Background: an optimization exercise with open tools, aiming at small area, a short achievable clock period and few clock cycles. Do not read the settings as production practice.
RTL that was checked went through simulation tests only; none was proved equivalent to the original.
Power and IR drop assume default switching activity.

// stackMultiCycle
module stackMultiCycle(
	clk,
	rst,
	mem_addr,
	mem_rdata,
	mem_wdata,
	mem_we);
Settings: LEC_CHECK=0, CAP_MARGIN=20, CORE_MARGIN=2, CORE_UTILIZATION=70, CTS_BUF_LIST=sky130_fd_sc_hd__clkbuf_8, CTS_CLUSTER_DIAMETER=50, CTS_CLUSTER_SIZE=20, SETUP_SLACK_MARGIN=2.1, SLEW_MARGIN=20; clock period 4.0 ns.
run.sh (not shown) runs the stock make flow with config.mk's settings and CLKGATE_MAP_FILE= SYNTH_SCRIPT=/design/flow/synth_recipe.tcl, a recipe that flattens the netlist after the stock synthesis.
Testbench counts at the start, summed over its fixed seeds: cycles 48,074.
Next try:
SETUP_SLACK_MARGIN = 1.6   (was 2.1)
After rerunning:
- The new run ran to the end with no violations
- total power is lower by a few percent
- count of clock-buffer cells in the layout came out lower by 6
- final cell count came out lower by a few percent
- utilization goes down by 2.4 points
- die area stays the same
- critical path depth came out lower by 7
- routed wire length decreases by a few percent
- design area fell by a few percent
- synthesized cell count does not change
- hold slack barely changes
- combinational power came out lower by about a fifth
Next try:
PLACE_DENSITY = 0.9   (was not set)
SETUP_SLACK_MARGIN = 2.0   (was 1.6)
Result: Critical path depth goes up by 10. Core utilization goes up by 1.9 points. Setup slack gets better by 190 ps. Non-clock buffer count goes up by 30. Register-to-register slack gets better by 150 ps. Synthesized area stays the same. Total power goes up by about 6%. Routed wire length goes up by about 10%. Combinational power goes up by 17%. Die area is unchanged.


## oak
Another version of the RTL of stackMultiCycle (not shown whole).
For scale: ~1900 cells after synthesis, roughly 530 flip-flops, ~24 I/O pins, roughly 20000 um^2 of cells after synthesis.
Settings: LEC_CHECK=0, CAP_MARGIN=20, CORE_MARGIN=2, CORE_UTILIZATION=60, SETUP_SLACK_MARGIN=2.3, SLEW_MARGIN=20; clock period 4.0 ns.
[inputs] pine vs oak
--- a/flow/config.mk
+++ b/flow/config.mk
@@ -8,5 +8,4 @@
 export CAP_MARGIN = 20
 export CORE_MARGIN = 2
-export CORE_UTILIZATION = 60
-export SETUP_SLACK_MARGIN = 2.3
+export CORE_UTILIZATION = 40
 export SLEW_MARGIN = 20
## What came out
pine: done, clean on timing, DRC and antenna
Compared with oak, pine shows hold slack lower by 14 ps.
Side by side, total half-perimeter wirelength after legalization and detailed placement turned out higher in pine than in oak.
Taking oak as 1.0, pine lands at 0.882 on detailed route wirelength on metal3.
On cell depth of the worst hold path: pine sits above oak.
Looking at minimum clock period after layout, pine sits above oak.
For birch, these inputs were changed with respect to pine:
--- a/flow/config.mk
+++ b/flow/config.mk
@@ -8,4 +8,5 @@
 export CAP_MARGIN = 20
 export CORE_MARGIN = 2
-export CORE_UTILIZATION = 40
+export CORE_UTILIZATION = 60
+export SETUP_SLACK_MARGIN = 2.0
 export SLEW_MARGIN = 20
[summary]
Taking pine as the reference point, the post-place setup slack of birch rises by 51 ps. Delta(post-layout minimum cycle time, birch - pine) < 0. [compare] base=pine new=birch: fraction of met3 tracks used by global routing climbed 0.46 points, final count of hold timing violations level, proportion of power drawn by the clock network shrank by 1.8 points, wire length picked up an extra about 5.5%.
No run of this note included a check of the RTL's function; only the layout flow was run.


== exp/garnet ==
RTL: one of the versions met above, not the one the previous note started from.
For scale: roughly 1700 cells after synthesis, about 650 flip-flops, roughly 24 I/O pins, ~0.023 mm2 of cells after synthesis.
export LEC_CHECK = 0
export CAP_MARGIN = 20
export CORE_MARGIN = 2
export CORE_UTILIZATION = 70
export CTS_BUF_LIST = sky130_fd_sc_hd__clkbuf_8
export CTS_CLUSTER_DIAMETER = 50
export CTS_CLUSTER_SIZE = 20
export SETUP_SLACK_MARGIN = 1.8
export SLEW_MARGIN = 20
create_clock -name core_clock -period 4.0 [get_ports {clk}]
standard.sh (not shown) runs the stock make flow with config.mk's settings and CLKGATE_MAP_FILE= SYNTH_SCRIPT=/design/flow/synth_recipe.tcl, a recipe that flattens the netlist after the stock synthesis.
==> flow/flow/run.sh <==
#!/bin/bash
# Standard layout with port buffers of a plain buffer cell. Each tool's
# output goes to standard.log.
set -euo pipefail
bash standard.sh "BUFFER_PORTS_ARGS=-buffer_cell sky130_fd_sc_hd__buf_4" finish > standard.log 2>&1
Testbench counts of exp/garnet, summed over its fixed seeds: cycles 48,074.
Setup changes, exp/garnet to exp/onyx
==> flow/run.sh (new file) <==
#!/bin/bash
# synth_recipe.tcl (not shown) runs the flow's synth.tcl, then flattens the netlist and writes it again
# the make line also repeats each setting of config.mk as NAME=value (left out here)
make -C /OpenROAD-flow-scripts/flow DESIGN_CONFIG=/design/flow/config.mk WORK_HOME=/design/flow/orfs CLKGATE_MAP_FILE= SYNTH_SCRIPT=/design/flow/synth_recipe.tcl finish
removed: flow/flow/run.sh
removed: flow/standard.sh
==> comparison <==
- Buffering overhead, exp/onyx and exp/garnet, higher one = exp/onyx.
- Going from exp/garnet to exp/onyx, total chip power grew slightly.
- When exp/onyx is set beside exp/garnet, its utilization after layout turns out to be 0.72 points larger.
- Relative to exp/garnet, global-route usage over all layers increased by 0.21 points in exp/onyx.
- When exp/onyx is measured against exp/garnet, its hold slack turns out 0.085 ns higher.
- exp/onyx — largest fanout on the critical path 2 lower, exp/garnet as reference
- From exp/garnet to exp/onyx the numbers moved as follows: proportion of layout cells with a drive suffix above 1 shows no meaningful change, via count picked up an extra 0.55%.
- Worst setup slack: exp/onyx vs exp/garnet up 0.040 ns
[inputs] exp/raven vs exp/onyx
Settings: PLACE_DENSITY newly set to 0.8.
### Flow results
exp/raven: PASS, flow complete, no timing, DRC or antenna violations. Power in the clock group down 12% in exp/raven wrt exp/onyx. Summary of the comparison: vias after detailed routing is higher in exp/raven, relative to exp/onyx. [exp/raven vs exp/onyx] number of violations reported at the end of detailed-routing iteration 0: higher in exp/raven. | final standard cell area without fillers | exp/onyx vs exp/raven | ≈ equal |. Summary: with exp/onyx as the reference, post-route met1 wirelength in exp/raven moved up slightly. In the tables for exp/onyx and exp/raven, met3 track demand over resource reads higher with exp/raven. Going from exp/onyx to exp/raven, total routed wirelength higher, final period demand of the worst path went up 0.023 ns, via density per instance higher, count of clock buffers in the final design lower. Synthesis-to-layout area growth was lower in exp/onyx than in exp/raven.
What exp/ember does differently from exp/raven at the input level:
Settings: SETUP_SLACK_MARGIN now 1.9, was 1.8; PLACE_DENSITY now 0.95, was 0.8.
### Flow results
- Sequential power: exp/ember vs exp/raven — no meaningful difference
- Going from exp/raven to exp/ember, total leakage power essentially unchanged; post-route cell area increased 0.41%; required time of the critical path increased 1.28 ns; number of cells on the critical path increased 8.
- Between exp/ember and exp/raven, it is exp/ember whose clock power share is higher, by 1.2 points.
- Cmp exp/raven and exp/ember / sequential cell fraction of total power / lower: exp/ember
Input changes introduced in exp/indigo (baseline for comparison: exp/ember):
Settings: PLACE_DENSITY no longer set, was 0.95; CORE_UTILIZATION now 80, was 70; SETUP_SLACK_MARGIN now 1.8, was 1.9.
## What came out
Between exp/ember and exp/indigo, worst slew margin relative to its limit is lower for exp/indigo, exp/ember comes in above that. Row final critical-path share of the clock period: exp/indigo higher / exp/ember lower. Compared with exp/ember, exp/indigo shows register-to-register slack lower by 0.13 ns. exp/indigo: flow completed, timing, DRC and antenna clean. From exp/ember to exp/indigo the numbers moved as follows: power density of the placed cells lower, setup slack of the critical path after layout lower, area of the die lower. In the tables for exp/ember and exp/indigo, combinational share of power reads lower with exp/indigo. exp/indigo ends up with a clock distribution area overhead in the final layout that is 0.21 points lower than in exp/ember. Final standard cell area without fillers in exp/indigo is about 0.8% below exp/ember.


The RTL this note starts from:
==> flow/design.v <==
`timescale 1ps/1ps
module ALU (
    input  [7:0] a,
    input  [7:0] b,
    input        cin,
    output [7:0] out
    );
    wire [8:0] g0 = {a & b, cin};
    wire [8:0] p0 = {a ^ b, 1'b0};
    wire [8:0] g1, p1, g2, p2, g3, p3, g4;
    genvar i;
    generate
        for (i = 0; i < 9; i = i + 1) begin : ks
            if (i >= 1) begin
                assign g1[i] = g0[i] | (p0[i] & g0[i-1]);
                assign p1[i] = p0[i] & p0[i-1];
            end else begin
                assign g1[i] = g0[i];
                assign p1[i] = p0[i];
            end
            if (i >= 2) begin
                assign g2[i] = g1[i] | (p1[i] & g1[i-2]);
                assign p2[i] = p1[i] & p1[i-2];
            end else begin
                assign g2[i] = g1[i];
                assign p2[i] = p1[i];
            end
            if (i >= 4) begin
                assign g3[i] = g2[i] | (p2[i] & g2[i-4]);
                assign p3[i] = p2[i] & p2[i-4];
            end else begin
                assign g3[i] = g2[i];
                assign p3[i] = p2[i];
            end
            if (i >= 8) assign g4[i] = g3[i] | (p3[i] & g3[i-8]);
            else assign g4[i] = g3[i];
        end
    endgenerate
    assign out = p0[8:1] ^ g4[7:0];
endmodule
`timescale 1ps/1ps
module Stack #(parameter DEPTH = 62) (
    input            clk,
    input            dn,       
    input      [7:0] d_in,     
    output     [7:0] c0,       
    output     [7:0] c1        
    );
    reg [7:0] c [0:DEPTH-1];
    integer i;
    always @(posedge clk) begin
        c[0] <= ~(dn ? d_in : c[1]);
        for (i = 1; i < DEPTH-1; i = i + 1)
            c[i] <= ~(dn ? c[i-1] : c[i+1]);
        c[DEPTH-1] <= ~c[DEPTH-2];
    end
    assign c0 = ~c[0];
    assign c1 = c[1];
endmodule
`timescale 1ps/1ps
module stackMultiCycle(
	clk,
	rst,
	mem_addr,
	mem_rdata,
	mem_wdata,
	mem_we);
input clk,rst;
output [4:0] mem_addr;
input [7:0] mem_rdata;
output [7:0] mem_wdata;
output mem_we;
    reg  [4:0] addr;     
    reg  [4:0] pc;       
    reg        we;       
    reg        dcyc;     
    reg        d_push;   
    reg  [4:0] ja;       
    reg  [7:0] t, n;     
    reg        tz;       
    reg x_add, x_sub, x_and, x_not, x_jz, x_push;
    reg hit_r;           
    reg [7:0] cv;        
    reg p_add, p_sub, p_and, p_not, p_jz, p_push, p_pop, p_jmp, p_hit;
    reg [4:0] p_a;
    reg o, dn;
    reg  [7:0] c_valid;
    reg  [7:0] c_we;     
    reg  [1:0] c_tag  [0:7];
    reg  [7:0] c_data [0:7];
    assign mem_addr  = addr;
    assign mem_we    = we;
    assign mem_wdata = t;
    wire d_pop    = dcyc & ~d_push;
    wire taken    = x_jz & tz;
    wire miss     = x_push & ~hit_r;
    wire hit_now  = x_push & hit_r;
    wire push_now = hit_now | d_push;
    wire pop_now  = x_add | x_sub | x_and | d_pop;
    wire hold_now = ~(push_now | pop_now);
    wire o_next   = o ^ hold_now;
    wire [2:0] op     = mem_rdata[7:5];
    wire       r_add  = op == 3'b000;
    wire       r_sub  = op == 3'b001;
    wire       r_and  = op == 3'b010;
    wire       r_not  = op == 3'b011;
    wire       r_push = op == 3'b100;
    wire       r_pop  = op == 3'b101;
    wire       r_jmp  = op == 3'b110;
    wire       r_jz   = op == 3'b111;
    wire [2:0] ci     = mem_rdata[2:0];
    wire       r_hit  = c_valid[ci] & (c_tag[ci] == mem_rdata[4:3]);
    wire       f_ok   = ~dcyc & ~taken & ~miss;    
    wire       p_fill = ja[2:0] == p_a[2:0];
    wire       p_hitf = p_fill ? (ja[4:3] == p_a[4:3]) : p_hit;
    wire [4:0] seq = addr + 5'd1;
    integer k;
    always @(posedge clk, posedge rst) begin
        if (rst) begin
            addr    <= 5'd0;
            pc      <= 5'd0;
            we      <= 1'b0;
            dcyc    <= 1'b0;
            d_push  <= 1'b0;
            x_add   <= 1'b0;
            x_sub   <= 1'b0;
            x_and   <= 1'b0;
            x_not   <= 1'b0;
            x_jz    <= 1'b0;
            x_push  <= 1'b0;
            o       <= 1'b0;
            dn      <= 1'b1;
            c_valid <= 8'd0;
            c_we    <= 8'd0;
        end else begin
            if (~dcyc) pc <= seq;
            o       <= o_next;
            c_valid <= c_valid | c_we;
            if (d_push) begin
                addr   <= (p_pop | p_jmp) ? p_a : pc;
                we     <= p_pop;
                dcyc   <= p_pop;
                d_push <= 1'b0;
                x_add  <= p_add;
                x_sub  <= p_sub;
                x_and  <= p_and;
                x_not  <= p_not;
                x_jz   <= p_jz;
                x_push <= p_push;
                dn     <= (~o_next & ~(p_pop | p_add | p_sub | p_and))
                        | (p_push & p_hitf);
                c_we   <= {8{p_pop}} & (8'd1 << p_a[2:0]);
            end else begin
                if (d_pop) addr <= pc;
                else if (taken | miss) addr <= ja;
                else if (r_pop | r_jmp) addr <= mem_rdata[4:0];
                else addr <= seq;
                we     <= f_ok & r_pop;
                dcyc   <= (f_ok & r_pop) | miss;
                d_push <= miss;
                x_add  <= f_ok & r_add;
                x_sub  <= f_ok & r_sub;
                x_and  <= f_ok & r_and;
                x_not  <= f_ok & r_not;
                x_jz   <= f_ok & r_jz;
                x_push <= f_ok & r_push;
                dn     <= miss | (~o_next & ~(f_ok & (r_pop | r_add | r_sub | r_and)))
                        | (f_ok & r_push & r_hit);
                c_we   <= ({8{f_ok & r_pop}} & (8'd1 << ci))
                        | ({8{miss}} & (8'd1 << ja[2:0]));
            end
        end
    end
    wire [2:0] cv_i    = d_push ? p_a[2:0] : ci;
    wire [7:0] cv_next = (d_push & p_fill) ? mem_rdata : c_data[cv_i];
    always @(posedge clk) begin
        hit_r <= d_push ? p_hitf : r_hit;
        cv    <= cv_next;
        p_add <= r_add;
        p_sub <= r_sub;
        p_and <= r_and;
        p_not <= r_not;
        p_jz  <= r_jz;
        p_push <= r_push;
        p_pop <= r_pop;
        p_jmp <= r_jmp;
        p_hit <= r_hit;
        p_a   <= mem_rdata[4:0];
        if (d_push) ja <= p_a;
        else if (f_ok) ja <= mem_rdata[4:0];
        for (k = 0; k < 8; k = k + 1)
            if (c_we[k]) begin
                c_tag[k]  <= ja[4:3];
                c_data[k] <= d_push ? mem_rdata : t;
            end
    end
    wire [7:0] c0, c1;
    Stack stk (.clk(clk), .dn(dn), .d_in(o ? t : n), .c0(c0), .c1(c1));
    wire [7:0] n_pop = o ? c1 : c0;
    always @(posedge clk) begin
        n <= ({8{hold_now}} & n) | ({8{push_now}} & t) | ({8{pop_now}} & n_pop);
    end
    wire [7:0] sum, diff;
    ALU add0 (.a(t), .b(n),  .cin(1'b0), .out(sum));
    ALU sub0 (.a(t), .b(~n), .cin(1'b1), .out(diff));
    wire [7:0] cval   = cv;
    wire       t_keep = ~(dcyc | x_add | x_sub | x_and | x_not | hit_now);
    wire [7:0] t_or   = t | n;
    wire       z_sum  = ((t ^ n) ^ {t_or[6:0], 1'b0}) == 8'd0;    
    always @(posedge clk) begin
        t <= ({8{t_keep}}  & t)
           | ({8{d_push}}  & mem_rdata)
           | ({8{d_pop}}   & n)
           | ({8{x_add}}   & sum)
           | ({8{x_sub}}   & diff)
           | ({8{x_and}}   & (t & n))
           | ({8{x_not}}   & ~t)
           | ({8{hit_now}} & cval);
        tz <= (t_keep  & tz)
            | (d_push  & (mem_rdata == 8'd0))
            | (d_pop   & (n == 8'd0))
            | (x_add   & z_sum)
            | (x_sub   & (t == n))
            | (x_and   & ((t & n) == 8'd0))
            | (x_not   & (t == 8'hff))
            | (hit_now & (cv == 8'd0));
    end
endmodule
export LEC_CHECK = 0
export CAP_MARGIN = 20
export CORE_MARGIN = 2
export CORE_UTILIZATION = 70
export CTS_BUF_LIST = sky130_fd_sc_hd__clkbuf_8
export CTS_CLUSTER_DIAMETER = 50
export CTS_CLUSTER_SIZE = 20
export PLACE_DENSITY = 0.9
export SETUP_SLACK_MARGIN = 1.9
export SLEW_MARGIN = 20
create_clock -name core_clock -period 4.0 [get_ports {clk}]
==> flow/flow/run.sh <==
#!/bin/bash
# Standard layout, with port buffers of a plain buffer cell and resizing not
# held to the same cell footprint. Each tool's output goes to standard.log.
set -euo pipefail
bash standard.sh MATCH_CELL_FOOTPRINT=0 "BUFFER_PORTS_ARGS=-buffer_cell sky130_fd_sc_hd__buf_4" finish > standard.log 2>&1
Testbench counts at the start, summed over its fixed seeds: cycles 48,074.
==> next run, changes <==
==> flow/run.sh (new file) <==
#!/bin/bash
# synth_recipe.tcl (not shown) runs the flow's synth.tcl, then flattens the netlist and writes it again
# the make line also repeats each setting of config.mk as NAME=value (left out here)
make -C /OpenROAD-flow-scripts/flow DESIGN_CONFIG=/design/flow/config.mk WORK_HOME=/design/flow/orfs CLKGATE_MAP_FILE= SYNTH_SCRIPT=/design/flow/synth_recipe.tcl finish
removed: flow/flow/run.sh
removed: flow/standard.sh
The changed run finished clean.
Clock skew increases by 0.015 ns.
Sequential share of layout area decreases by 0.22 points.
Via count increases by 0.87%.
Worst hold slack stays flat.

what the ideal ports hide:
How much do the figures lean on ideal ports? The routed layouts below were timed once more, with nothing changed but the port constraints. Step 1, drivers: a clkbuf_16 drives clk and a buf_2 each remaining input, both assumed. Step 2 adds t to the input delays and takes it off the output delays; t is the mean of the earliest and latest rising clock arrival at the registers after step 1. Input paths then give back, and output paths get back, about the clock's delay inside the block. Slacks: no drivers / after step 1 / after step 2; pairs: no drivers / after step 1.
run | t, ns | setup WS [ns] | worst register clock-pin slew, ns | worst slew at a driven data input, ns | pins driven straight from the clock port
the first run of note 1 | 0.649 | 1.863 / 1.863 / 1.534 | 0.11 / 0.11 | 0.05 | 1
the second run of note 1 | 0.640 | 1.672 / 1.624 / 1.100 | 0.11 / 0.11 | 0.03 | 1
the third run of note 1 | 0.649 | 1.863 / 1.823 / 1.442 | 0.12 / 0.12 | 0.03 | 1
oak | 0.610 | 2.094 / 2.052 / 1.761 | 0.06 / 0.06 | 0.07 | 1
pine | 0.641 | 1.351 / 1.294 / 1.405 | 0.06 / 0.06 | 0.04 | 1
birch | 0.629 | 2.034 / 1.992 / 1.508 | 0.06 / 0.06 | 0.04 | 1
exp/garnet | 0.651 | 1.813 / 1.765 / 1.596 | 0.12 / 0.12 | 0.03 | 1
exp/onyx | 0.641 | 1.852 / 1.804 / 1.295 | 0.11 / 0.11 | 0.03 | 1
exp/raven | 0.649 | 1.829 / 1.780 / 1.221 | 0.12 / 0.12 | 0.03 | 1
exp/ember | 0.644 | 1.852 / 1.852 / 1.344 | 0.12 / 0.12 | 0.04 | 1
exp/indigo | 0.664 | 1.725 / 1.725 / 1.286 | 0.12 / 0.12 | 0.03 | 1
the first run of note 4 | 0.657 | 1.941 / 1.895 / 1.489 | 0.12 / 0.12 | 0.03 | 1
the second run of note 4 | 0.630 | 1.846 / 1.846 / 1.323 | 0.12 / 0.12 | 0.04 | 1
After both steps setup and hold are still met in every run listed. The setup slack of exp/raven, which loses most, moves by -0.049 ns with the drivers and by -0.608 ns with both steps.
